This design comes from an exercise in tuning for small area on the open sky130 flow, not from production work. Only simulation tests tie the RTL to the original design; equivalence was not proved. Power figures rest on the tool's default switching activity, not on a simulated workload.

Setup of north:
Design eclsensor, start of the top module:
module eclsensor (clk, rst, txd, rxd, ir_tx, ir_rx, led);
	output [11:0] ir_tx;
	input [19:0] ir_rx;
	output led;
	input clk;
	input rst;
	output reg txd;
	input rxd;
	assign led = 1'b0;
	reg [2:0] pre;
	reg [1:0] bdiv;
	reg [5:0] mdiv;
	wire pre_end = pre[2] && pre[1];               
	wire modulation_edge = pre_end && mdiv[5] && mdiv[3:1] == 3'b111;   
	always @(posedge clk)
		if (rst) begin
			pre <= 3'd0;
			bdiv <= 2'd0;
			mdiv <= 6'd0;
		end else begin
			pre <= pre_end ? 3'd0 : pre + 1'b1;
			if (pre_end) begin
				bdiv <= bdiv + 1'b1;
				mdiv <= (mdiv[5] && mdiv[3:1] == 3'b111) ? 6'd0 : mdiv + 1'b1;
			end
		end
	wire baud_edge = pre == 3'd0 && bdiv == 2'd0;
	reg modulation_state;
	always @(posedge clk)
		if (rst)
			modulation_state <= 1'b0;
		else if (modulation_edge)
			modulation_state <= !modulation_state;
	reg text_busy;
	reg [7:0] cnt;
	wire [6:0] ci = cnt[6:0];
	wire state_tx_modulating = cnt < 8'd190;
	wire state_tx_end = modulation_edge && cnt[7:5] == 3'b111 && cnt[2];   
	reg [3:0] tx_num;
	wire tx_num_12 = tx_num[3] && tx_num[2];         
	always @(posedge clk)
		if (rst)
			tx_num <= 4'd12;
		else if (state_tx_end)
			tx_num <= tx_num_12 ? 4'd1 : tx_num + 1'b1;
	reg ir_on;
  ...
For scale: ~12000 µm² of cells after synthesis.
==> flow/config.mk <==
export PLATFORM = sky130hd
export DESIGN_NAME = eclsensor
export DESIGN_NICKNAME = eclsensor
export VERILOG_FILES = /design/flow/design.v
export SDC_FILE = /design/flow/constraint.sdc
export NUM_CORES = 4
export LEC_CHECK = 0
export CAP_MARGIN = 0
export CORE_MARGIN = 2
export CORE_UTILIZATION = 65
export PLACE_DENSITY = 0.8
export SLEW_MARGIN = 0
==> flow/constraint.sdc <==
create_clock -name core_clock -period 10.0 [get_ports {clk}]
set_input_delay 2.0000 -clock core_clock [delete_from_list [all_inputs] [get_ports {clk}]]
set_output_delay 2.0000 -clock core_clock [all_outputs]
set_load 0.01 [all_outputs]
standard.sh (not shown) runs the stock make flow with config.mk's settings and CLKGATE_MAP_FILE= SYNTH_SCRIPT=/design/flow/synth_recipe.tcl, a recipe that flattens the netlist after the stock synthesis.
==> flow/flow/run.sh <==
#!/bin/bash
# Standard ORFS layout with two changes: clock tree synthesis without dummy
# load cells and with small clock buffers, and the smallest buffer on ports.
set -euo pipefail
export CTS_ARGS="-sink_clustering_enable -repair_clock_nets -dont_use_dummy_load -buf_list sky130_fd_sc_hd__clkbuf_4 -sink_clustering_size 10 -sink_clustering_max_diameter 40"
export BUFFER_PORTS_ARGS="-buffer_cell sky130_fd_sc_hd__buf_1"
bash standard.sh > standard.log 2>&1
--- input diff north..south ---
- CAP_MARGIN: 0 -> 20
- SLEW_MARGIN: 0 -> 20
[summary]
Worst path arrival time essentially unchanged between south and north. Power: south vs north identical. [compare] base=north new=south: cell area now sits at about the same level; count of cell instances traversed by the critical path saw little to no change; global-route usage closely matched the old numbers. The met1 layer usage reported by global route was comparable across south and north. Length of the first detailed-routing pass in iterations delta (south -> north): insignificant. Reported for south and north, final-report hold violation count turned out identical to the last digit. Diff north -> south: post-CTS setup buffer count flat; minimum clock period flat; final worst setup slack flat.

* * *

The RTL this note starts from:
==> flow/design.v <==
module eclsensor (clk, rst, txd, rxd, ir_tx, ir_rx, led);
	output [11:0] ir_tx;
	input [19:0] ir_rx;
	output led;
	input clk;
	input rst;
	output reg txd;
	input rxd;
	assign led = 1'b0;
	reg [2:0] pre;
	reg [1:0] bdiv;
	reg [5:0] mdiv;
	wire pre_end = pre == 3'd6;
	wire modulation_edge = pre_end && mdiv == 6'd46;
	always @(posedge clk)
		if (rst) begin
			pre <= 3'd0;
			bdiv <= 2'd0;
			mdiv <= 6'd0;
		end else begin
			pre <= pre_end ? 3'd0 : pre + 1'b1;
			if (pre_end) begin
				bdiv <= bdiv + 1'b1;
				mdiv <= (mdiv == 6'd46) ? 6'd0 : mdiv + 1'b1;
			end
		end
	reg baud_edge;
	always @(posedge clk)
		baud_edge <= !rst && pre_end && bdiv == 2'd3;
	reg modulation_state;
	always @(posedge clk)
		if (rst)
			modulation_state <= 1'b0;
		else if (modulation_edge)
			modulation_state <= !modulation_state;
	reg text_busy;
	reg [7:0] cycle_timer;
	wire state_tx_modulating = cycle_timer < 8'd190;
	wire state_tx_end = modulation_edge && cycle_timer == 8'd228;
	always @(posedge clk)
		if (rst)
			cycle_timer <= 8'd0;
		else if (modulation_edge)
			cycle_timer <= (text_busy || state_tx_end) ? 8'd0 : cycle_timer + 1'b1;
	reg [3:0] current_tx;
	always @(posedge clk)
		if (rst)
			current_tx <= 4'd0;
		else if (state_tx_end)
			current_tx <= (current_tx == 4'd11) ? 4'd0 : current_tx + 1'b1;
	reg ir_on;
	always @(posedge clk)
		ir_on <= !rst && state_tx_modulating && !text_busy && modulation_state;
	genvar gi;
	generate
		for (gi = 0; gi < 12; gi = gi + 1) begin: tx_dec
			assign ir_tx[gi] = ir_on && current_tx == gi;
		end
	endgenerate
	reg [3:0] bs;
	reg [6:0] ci;         
	reg [3:0] dreg;       
	wire req = text_busy && bs == 4'd0;
	wire line_end = req && ci == 7'd82;
	wire is_letter = ci == 7'd1;
	wire [3:0] letter_lo = (current_tx == 4'd0) ? 4'd12 : current_tx;
	wire dig_alpha = dreg[3] && (dreg[2] || dreg[1]);
	wire [7:0] ch =
		!text_busy ? 8'h0a :
		is_letter ? {4'h4, letter_lo} :
		dig_alpha ? {4'h6, dreg - 4'd9} :
		{4'h3, dreg};
	reg bitval;
	always @(*)
		case (bs)
			4'd1: bitval = 1'b0;
			4'd2: bitval = ch[0];
			4'd3: bitval = ch[1];
			4'd4: bitval = ch[2];
			4'd5: bitval = ch[3];
			4'd6: bitval = ch[4];
			4'd7: bitval = ch[5];
			4'd8: bitval = ch[6];
			4'd9: bitval = ch[7];
			default: bitval = 1'b1;
		endcase
	always @(posedge clk)
		if (rst) begin
			bs <= 4'd0;
			txd <= 1'b0;
		end else begin
			if (baud_edge)
				txd <= !bitval;
			if (req)
				bs <= 4'd1;
			else if (baud_edge && bs != 4'd0)
				bs <= (bs == 4'd10) ? 4'd0 : bs + 1'b1;
		end
	always @(posedge clk)
		if (rst)
			text_busy <= 1'b0;
		else if (!text_busy)
			text_busy <= state_tx_end;
		else if (line_end)
			text_busy <= 1'b0;
	always @(posedge clk)
		if (!text_busy)
			ci <= 7'd0;
		else if (req)
			ci <= ci + 1'b1;
	wire cnt_en = !text_busy && !state_tx_end;
	wire lclr = text_busy && line_end;
	reg [3:0] ptr;
	reg clr;
	wire ptr_end = ptr == 4'd9;
	always @(posedge clk)
		if (rst || lclr) begin
			ptr <= 4'd0;
			clr <= 1'b1;
		end else begin
			ptr <= ptr_end ? 4'd0 : ptr + 1'b1;
			if (ptr_end)
				clr <= 1'b0;
		end
	reg [3:0] lcnt [0:19];
	reg [19:0] flag;
	genvar ri;
	generate
		for (ri = 0; ri < 20; ri = ri + 1) begin: rx
			wire ev = cnt_en && !ir_rx[ri];
			wire svc = ptr == (ri >> 1);
			always @(posedge clk) begin
				if (rst)
					lcnt[ri] <= {3'b000, !ir_rx[ri]};
				else if (lclr)
					lcnt[ri] <= 4'd0;
				else
					lcnt[ri] <= lcnt[ri] + ev;
				flag[ri] <= !rst && ((ev && lcnt[ri] == 4'hf) || (flag[ri] && !svc));
			end
		end
	endgenerate
	reg [11:0] ring_a [0:9];
	reg [11:0] ring_b [0:9];
	wire carry_a = flag[{ptr, 1'b0}];
	wire carry_b = flag[{ptr, 1'b1}];
	integer k;
	always @(posedge clk) begin
		for (k = 0; k < 9; k = k + 1) begin
			ring_a[k] <= ring_a[k + 1];
			ring_b[k] <= ring_b[k + 1];
		end
		ring_a[9] <= clr ? 12'd0 : ring_a[0] + carry_a;
		ring_b[9] <= clr ? 12'd0 : ring_b[0] + carry_b;
	end
	wire [15:0] word = ci[2] ? {ring_b[0], lcnt[{ptr, 1'b1}]} : {ring_a[0], lcnt[{ptr, 1'b0}]};
	reg [3:0] nyb;
	always @(*)
		case (ci[1:0])
			2'd0: nyb = word[15:12];
			2'd1: nyb = word[11:8];
			2'd2: nyb = word[7:4];
			default: nyb = word[3:0];
		endcase
	always @(posedge clk)
		if (text_busy && bs == 4'd10) begin
			if (ci[6] && ci[4])
				dreg <= 4'd0;
			else if (ptr == ci[6:3])
				dreg <= nyb;
		end
endmodule
export LEC_CHECK = 0
export CAP_MARGIN = 20
export CORE_MARGIN = 2
export CORE_UTILIZATION = 65
export CTS_BUF_LIST = sky130_fd_sc_hd__clkbuf_4 sky130_fd_sc_hd__clkbuf_8
export CTS_CLUSTER_DIAMETER = 40
export CTS_CLUSTER_SIZE = 12
export PLACE_DENSITY = 0.75
export SLEW_MARGIN = 20
create_clock -name core_clock -period 10.0 [get_ports {clk}]
run.sh (not shown) runs the stock make flow with config.mk's settings and CLKGATE_MAP_FILE= SYNTH_SCRIPT=/design/flow/synth_recipe.tcl, a recipe that flattens the netlist after the stock synthesis.
Stock flow here: none of the scripts above is used.
Then changed:
Settings changed: CORE_UTILIZATION 65 to 45, CTS_BUF_LIST sky130_fd_sc_hd__clkbuf_4 sky130_fd_sc_hd__clkbuf_8 to sky130_fd_sc_hd__clkbuf_8 sky130_fd_sc_hd__clkbuf_16, CTS_CLUSTER_DIAMETER 40 to 50, CTS_CLUSTER_SIZE 12 to 16, PLACE_DENSITY 0.75 to 0.6.
Effect: The new run completed with no timing, DRC or antenna violations; worst hold slack stays flat; combinational power stays flat; final cell count increases by about 7%; final area rose by about 3.4%; wire length went up by 2.4%; global-route usage falls by 6.9 points; synthesized area does not change.
Then changed:
==> flow/flow/run.sh (new file) <==
#!/bin/bash
# Standard ORFS layout with two changes: clock tree synthesis without dummy
# load cells and with small clock buffers, and the smallest buffer on ports.
set -euo pipefail
export CTS_ARGS="-sink_clustering_enable -repair_clock_nets -dont_use_dummy_load -buf_list sky130_fd_sc_hd__clkbuf_2"
export BUFFER_PORTS_ARGS="-buffer_cell sky130_fd_sc_hd__buf_1"
bash standard.sh > standard.log 2>&1
==> flow/standard.sh (new file) <==
#!/bin/bash
# synth_recipe.tcl (not shown) runs the flow's synth.tcl, then flattens the netlist and writes it again
# the make line also repeats each setting of config.mk as NAME=value (left out here)
make -C /OpenROAD-flow-scripts/flow DESIGN_CONFIG=/design/flow/config.mk WORK_HOME=/design/flow/orfs CLKGATE_MAP_FILE= SYNTH_SCRIPT=/design/flow/synth_recipe.tcl "${@:-finish}"
Settings changed: CTS_BUF_LIST sky130_fd_sc_hd__clkbuf_8 sky130_fd_sc_hd__clkbuf_16 to unset, CTS_CLUSTER_DIAMETER 50 to unset, CTS_CLUSTER_SIZE 16 to unset.
removed: flow/run.sh
=>
- via count goes up by 1.7%
- sequential share of layout area rose by 3.4 points
- design area went down by 6.1%
- routed wire length went down by 0.39%
- non-clock buffer count is unchanged
- maximum frequency climbs by 3.8%
- sequential cell count stays the same
- count of clock-buffer cells in the layout is higher by 55
Then changed:
==> flow/run.sh (new file) <==
#!/bin/bash
# synth_recipe.tcl (not shown) runs the flow's synth.tcl, then flattens the netlist and writes it again
# the make line also repeats each setting of config.mk as NAME=value (left out here)
make -C /OpenROAD-flow-scripts/flow DESIGN_CONFIG=/design/flow/config.mk WORK_HOME=/design/flow/orfs CLKGATE_MAP_FILE= SYNTH_SCRIPT=/design/flow/synth_recipe.tcl finish
Settings changed: CTS_BUF_LIST set to sky130_fd_sc_hd__clkbuf_4.
removed: flow/flow/run.sh
removed: flow/standard.sh
Outcome: The changed run finished with timing, DRC and antenna clean. Wire length went up by 1.7%. Cell area went up by 6.4%. Synthesized area does not change. Cell count went up by 3.5%.
Then changed:
==> flow/flow/run.sh (new file) <==
#!/bin/bash
# Standard ORFS layout with two changes: clock tree synthesis without dummy
# load cells and with small clock buffers, and the smallest buffer on ports.
set -euo pipefail
export CTS_ARGS="-sink_clustering_enable -repair_clock_nets -dont_use_dummy_load -buf_list sky130_fd_sc_hd__clkbuf_4 -sink_clustering_size 10 -sink_clustering_max_diameter 40"
export BUFFER_PORTS_ARGS="-buffer_cell sky130_fd_sc_hd__buf_1"
bash standard.sh > standard.log 2>&1
==> flow/standard.sh (new file) <==
#!/bin/bash
# synth_recipe.tcl (not shown) runs the flow's synth.tcl, then flattens the netlist and writes it again
# the make line also repeats each setting of config.mk as NAME=value (left out here)
make -C /OpenROAD-flow-scripts/flow DESIGN_CONFIG=/design/flow/config.mk WORK_HOME=/design/flow/orfs CLKGATE_MAP_FILE= SYNTH_SCRIPT=/design/flow/synth_recipe.tcl "${@:-finish}"
Settings changed: CTS_BUF_LIST sky130_fd_sc_hd__clkbuf_4 to unset.
removed: flow/run.sh
Effect: Routed wire length went down by 2.9%. Clock skew went up by 0.064 ns. Worst setup slack gets better by 0.42 ns. Critical path depth is unchanged. Power went down by 18%. Non-clock buffer count does not change. Area after synthesis is unchanged. Design area went down by 6.5%.
Then changed:
==> flow/flow/run.sh (replaced) <==
#!/bin/bash
# Standard ORFS layout with these changes: clock tree synthesis without dummy
# load cells and with small clock buffers, the smallest buffer on ports,
# and downsizing of non-critical cells after global routing.
set -euo pipefail
export CTS_ARGS="-sink_clustering_enable -repair_clock_nets -dont_use_dummy_load -buf_list sky130_fd_sc_hd__clkbuf_4 -sink_clustering_size 10 -sink_clustering_max_diameter 40"
export BUFFER_PORTS_ARGS="-buffer_cell sky130_fd_sc_hd__buf_1"
export RECOVER_POWER=100
bash standard.sh > standard.log 2>&1
Now the flow ran to the end with violations: capacitance limit, slew limit.
Clock power barely changes.
Non-clock buffer count does not change.
Global-route usage stays the same.

* * *

Another version of the RTL of eclsensor (not shown whole).
Size in the first run: ~37 I/O pins.
clock: 10.0 ns
lec_check: 0
cap_margin: 20
core_margin: 2
core_utilization: 65
place_density: 0.8
slew_margin: 20
standard.sh (not shown) runs the stock make flow with config.mk's settings and CLKGATE_MAP_FILE= SYNTH_SCRIPT=/design/flow/synth_recipe.tcl, a recipe that flattens the netlist after the stock synthesis.
==> flow/flow/run.sh <==
#!/bin/bash
# Standard ORFS layout with two changes: clock tree synthesis without dummy
# load cells and with small clock buffers, and the smallest buffer on ports.
set -euo pipefail
export CTS_ARGS="-sink_clustering_enable -repair_clock_nets -dont_use_dummy_load -buf_list sky130_fd_sc_hd__clkbuf_4 -sink_clustering_size 10 -sink_clustering_max_diameter 40"
export BUFFER_PORTS_ARGS="-buffer_cell sky130_fd_sc_hd__buf_1"
bash standard.sh > standard.log 2>&1
Next try:
CORE_UTILIZATION = 45   (was 65)
PLACE_DENSITY = 0.6   (was 0.8)
Result:
- The new run produced a clean layout
- sequential share of layout area is lower by 0.84 points
- die area is higher by about 43%
- design area is higher by about 1.5%
- total power is higher by 1.0%
- combinational power is lower by about 0.7%
- wire length is higher by 3.2%
- setup slack is about the same
- via count is lower by about 2.2%

* * *

eclsensor, a different RTL version from the one above (not shown whole).
For scale: about 1100 cells after synthesis, about 380 flip-flops, about 12000 um2 of cells after synthesis.
export LEC_CHECK = 0
export CAP_MARGIN = 20
export CORE_MARGIN = 2
export CORE_UTILIZATION = 45
export PLACE_DENSITY = 0.6
export SLEW_MARGIN = 20
create_clock -name core_clock -period 10.0 [get_ports {clk}]
Scripts as last shown in full above: flow/flow/run.sh
The baseline produced a clean layout.
==> next run, changes <==
--- a/flow/config.mk
+++ b/flow/config.mk
@@ -9,4 +9,4 @@
 export CORE_MARGIN = 2
-export CORE_UTILIZATION = 45
-export PLACE_DENSITY = 0.6
+export CORE_UTILIZATION = 65
+export PLACE_DENSITY = 0.8
 export SLEW_MARGIN = 20
Outcome:
- utilization goes up by 21 points
- via count goes up by 1.7%
- critical path depth stays the same

afterwards: timing with drivers on the ports:
The flow's constraints put no driver on any port. The routed layouts listed below were extracted and timed again, unchanged, in two steps. Step 1 (the two cells are an assumption about what drives the block):
set clk [get_ports {clk}]
set_driving_cell -lib_cell sky130_fd_sc_hd__clkbuf_16 $clk
set_driving_cell -lib_cell sky130_fd_sc_hd__buf_2 [delete_from_list [all_inputs] $clk]
Step 2, shift: input delay + t, output delay - t, t = (earliest + latest rising clock arrival at the registers) / 2. This alone moves slack from input paths to output paths. a / b / c = ideal ports / drivers / drivers and shift; a / b = the first two.
run	shift t [ns]	setup WS [ns]	hold WS [ns]	latest minus earliest clock arrival (ns)
north	0.672	6.193 / 6.152 / 5.613	0.268 / 0.268 / 0.268	0.073 / 0.073
south	0.672	6.193 / 6.152 / 5.613	0.268 / 0.268 / 0.268	0.073 / 0.073
the first run of note 2	0.607	5.883 / 5.836 / 6.323	0.316 / 0.316 / 0.316	0.022 / 0.022
the second run of note 2	0.575	5.942 / 5.892 / 6.338	0.316 / 0.316 / 0.316	0.024 / 0.023
the third run of note 2	0.854	6.089 / 6.045 / 6.265	0.258 / 0.258 / 0.258	0.140 / 0.140
the fourth run of note 2	0.740	5.768 / 5.727 / 6.316	0.313 / 0.313 / 0.313	0.035 / 0.035
the fifth run of note 2	0.698	6.191 / 6.147 / 6.309	0.269 / 0.269 / 0.269	0.097 / 0.097
the sixth run of note 2	0.693	4.716 / 4.737 / 4.045	0.269 / 0.269 / 0.269	0.096 / 0.097
the first run of note 3	0.666	6.199 / 6.161 / 5.992	0.325 / 0.325 / 0.325	0.064 / 0.063
the second run of note 3	0.680	6.201 / 6.163 / 5.933	0.244 / 0.244 / 0.244	0.121 / 0.121
the first run of note 4	0.688	6.175 / 6.132 / 5.950	0.222 / 0.222 / 0.222	0.145 / 0.145
the second run of note 4	0.690	6.165 / 6.123 / 5.984	0.232 / 0.232 / 0.232	0.107 / 0.106
The setup slack of the sixth run of note 2, which loses most, moves by +0.021 ns with the drivers and by -0.671 ns with both steps.
